What follows belongs to an exercise in optimizing a design on an open flow for small area and a short achievable clock period; a production flow would make more cautious choices. Function was checked by simulation only, so behaviour that the tests miss may differ from the original.

Setup of main:
==> module RdMux8, before the edit <==
module RdMux8(oh, d0, d1, d2, d3, d4, d5, d6, d7, out);
    input wire [7:0] oh;
    input wire [15:0] d0, d1, d2, d3, d4, d5, d6, d7;
    output wire [15:0] out;
    assign out = ({16{oh[0]}} & d0) | ({16{oh[1]}} & d1) | ({16{oh[2]}} & d2) | ({16{oh[3]}} & d3) |
                 ({16{oh[4]}} & d4) | ({16{oh[5]}} & d5) | ({16{oh[6]}} & d6) | ({16{oh[7]}} & d7);
endmodule
==> module RegisterFile, before the edit <==
module RegisterFile(L, ld_lo, ld_hi, inc, dec, OutASel, OutBSel, RegSel, ScrSel, Clock, OutA, OutB);
    input wire [15:0] L;
    input wire ld_lo, ld_hi, inc, dec;
    input wire [2:0] OutASel, OutBSel;
    input wire [3:0] RegSel, ScrSel;
    input wire Clock;
    output wire [15:0] OutA, OutB;
    wire [7:0] en = ~{RegSel, ScrSel};
    wire [15:0] Q [0:7];
    genvar r;
    generate
        for (r = 0; r < 8; r = r + 1) begin : g_r
            Register R(.Clock(Clock), .L(L), .ld_lo(en[7-r] & ld_lo), .ld_hi(en[7-r] & ld_hi),
                       .inc(en[7-r] & inc), .dec(en[7-r] & dec), .Q(Q[r]));
        end
    endgenerate
    wire [7:0] ohA, ohB;
    Dec3to8 decA(.sel(OutASel), .oh(ohA));
    Dec3to8 decB(.sel(OutBSel), .oh(ohB));
    RdMux8 muxA(.oh(ohA), .d0(Q[0]), .d1(Q[1]), .d2(Q[2]), .d3(Q[3]), .d4(Q[4]), .d5(Q[5]), .d6(Q[6]), .d7(Q[7]), .out(OutA));
    RdMux8 muxB(.oh(ohB), .d0(Q[0]), .d1(Q[1]), .d2(Q[2]), .d3(Q[3]), .d4(Q[4]), .d5(Q[5]), .d6(Q[6]), .d7(Q[7]), .out(OutB));
endmodule
clock: 9.0 ns
lec_check: 0
cap_margin: 20
core_margin: 2
core_utilization: 40
cts_buf_list: sky130_fd_sc_hd__clkbuf_4 sky130_fd_sc_hd__clkbuf_8 sky130_fd_sc_hd__clkbuf_16
setup_slack_margin: 3.0
slew_margin: 20
synth_hierarchical: 1
tns_end_percent: 20
standard.sh (not shown) runs the stock make flow with config.mk's settings and CLKGATE_MAP_FILE= SYNTH_SCRIPT=/design/flow/synth_recipe.tcl, a recipe that flattens the netlist after the stock synthesis.
==> flow/flow/run.sh <==
#!/bin/bash
# Standard ORFS layout with buf_2 port buffers. Each stage's full tool
# output is in orfs/logs; the make output is kept in flow_make.log.
set -euo pipefail
bash standard.sh "BUFFER_PORTS_ARGS=-buffer_cell sky130_fd_sc_hd__buf_2" finish > flow_make.log 2>&1
Edits applied to the flow inputs when going from main to the feature branch:
==> flow/design.v, changed modules only <==
module RdMux8(oh, d0, d1, d2, d3, d4, d5, d6, d7, out);
    input wire [7:0] oh;
    input wire [7:0] d0, d1, d2, d3, d4, d5, d6, d7;
    output wire [7:0] out;
    assign out = ({8{oh[0]}} & d0) | ({8{oh[1]}} & d1) | ({8{oh[2]}} & d2) | ({8{oh[3]}} & d3) |
                 ({8{oh[4]}} & d4) | ({8{oh[5]}} & d5) | ({8{oh[6]}} & d6) | ({8{oh[7]}} & d7);
endmodule
module RegisterFile(L, ld_lo, ld_hi, inc, dec, OutASel, OutBSel, RegSel, ScrSel, Clock, OutA, OutB);
    input wire [15:0] L;
    input wire ld_lo, ld_hi, inc, dec;
    input wire [2:0] OutASel, OutBSel;
    input wire [3:0] RegSel, ScrSel;
    input wire Clock;
    output wire [15:0] OutA, OutB;
    wire [7:0] en = ~{RegSel, ScrSel};
    wire [15:0] Q [0:7];
    genvar r;
    generate
        for (r = 0; r < 8; r = r + 1) begin : g_r
            Register R(.Clock(Clock), .L(L), .ld_lo(en[7-r] & ld_lo), .ld_hi(en[7-r] & ld_hi),
                       .inc(en[7-r] & inc), .dec(en[7-r] & dec), .Q(Q[r]));
        end
    endgenerate
    wire [7:0] ohAl, ohAh, ohBl, ohBh;
    Dec3to8 decAl(.sel(OutASel), .oh(ohAl));
    Dec3to8 decAh(.sel(OutASel), .oh(ohAh));
    Dec3to8 decBl(.sel(OutBSel), .oh(ohBl));
    Dec3to8 decBh(.sel(OutBSel), .oh(ohBh));
    RdMux8 muxAl(.oh(ohAl), .d0(Q[0][7:0]), .d1(Q[1][7:0]), .d2(Q[2][7:0]), .d3(Q[3][7:0]),
                 .d4(Q[4][7:0]), .d5(Q[5][7:0]), .d6(Q[6][7:0]), .d7(Q[7][7:0]), .out(OutA[7:0]));
    RdMux8 muxAh(.oh(ohAh), .d0(Q[0][15:8]), .d1(Q[1][15:8]), .d2(Q[2][15:8]), .d3(Q[3][15:8]),
                 .d4(Q[4][15:8]), .d5(Q[5][15:8]), .d6(Q[6][15:8]), .d7(Q[7][15:8]), .out(OutA[15:8]));
    RdMux8 muxBl(.oh(ohBl), .d0(Q[0][7:0]), .d1(Q[1][7:0]), .d2(Q[2][7:0]), .d3(Q[3][7:0]),
                 .d4(Q[4][7:0]), .d5(Q[5][7:0]), .d6(Q[6][7:0]), .d7(Q[7][7:0]), .out(OutB[7:0]));
    RdMux8 muxBh(.oh(ohBh), .d0(Q[0][15:8]), .d1(Q[1][15:8]), .d2(Q[2][15:8]), .d3(Q[3][15:8]),
                 .d4(Q[4][15:8]), .d5(Q[5][15:8]), .d6(Q[6][15:8]), .d7(Q[7][15:8]), .out(OutB[15:8]));
endmodule
Notes after the runs:
- Diff main..the feature branch | die extent in y | negligible
- Summary of the feature branch over main: sequential share of layout area dropped 0.25 points, final area picked up an extra 1.2%, vias after detailed routing -about 0.8%, register-to-register slack rose 0.03 ns, number of placed instances with taps included +0.82%.

separate check: timing with driven ports:
In the flow no input, the clock included, has a driving cell. The finished layouts below were timed again as built, in two steps.
Step 1 sets driving cells, clkbuf_16 on the clock port and buf_2 on the other inputs (assumed; they add their load-dependent delay and slew).
Step 2 adds t to the input delays and takes it off the output delays; t is the mean of the earliest and latest rising clock arrival at the registers after step 1. Input paths then give back, and output paths get back, about the clock's delay inside the block.
Three values: ideal ports, drivers, drivers and shift; two values: the first two.
run | shift t [ns] | setup WS [ns] | clock arrival spread, ns | slew at the worst register clock pin (ns) | pins driven straight from the clock port
main | 0.527 | 2.683 / 2.614 / 2.585 | 0.016 / 0.016 | 0.08 / 0.08 | 1
the feature branch | 0.553 | 2.800 / 2.664 / 2.664 | 0.016 / 0.016 | 0.09 / 0.09 | 1
After both steps setup and hold are still met in every run listed. For the feature branch, which loses most, drivers alone change the setup slack by -0.136 ns; drivers and shift together by -0.136 ns.
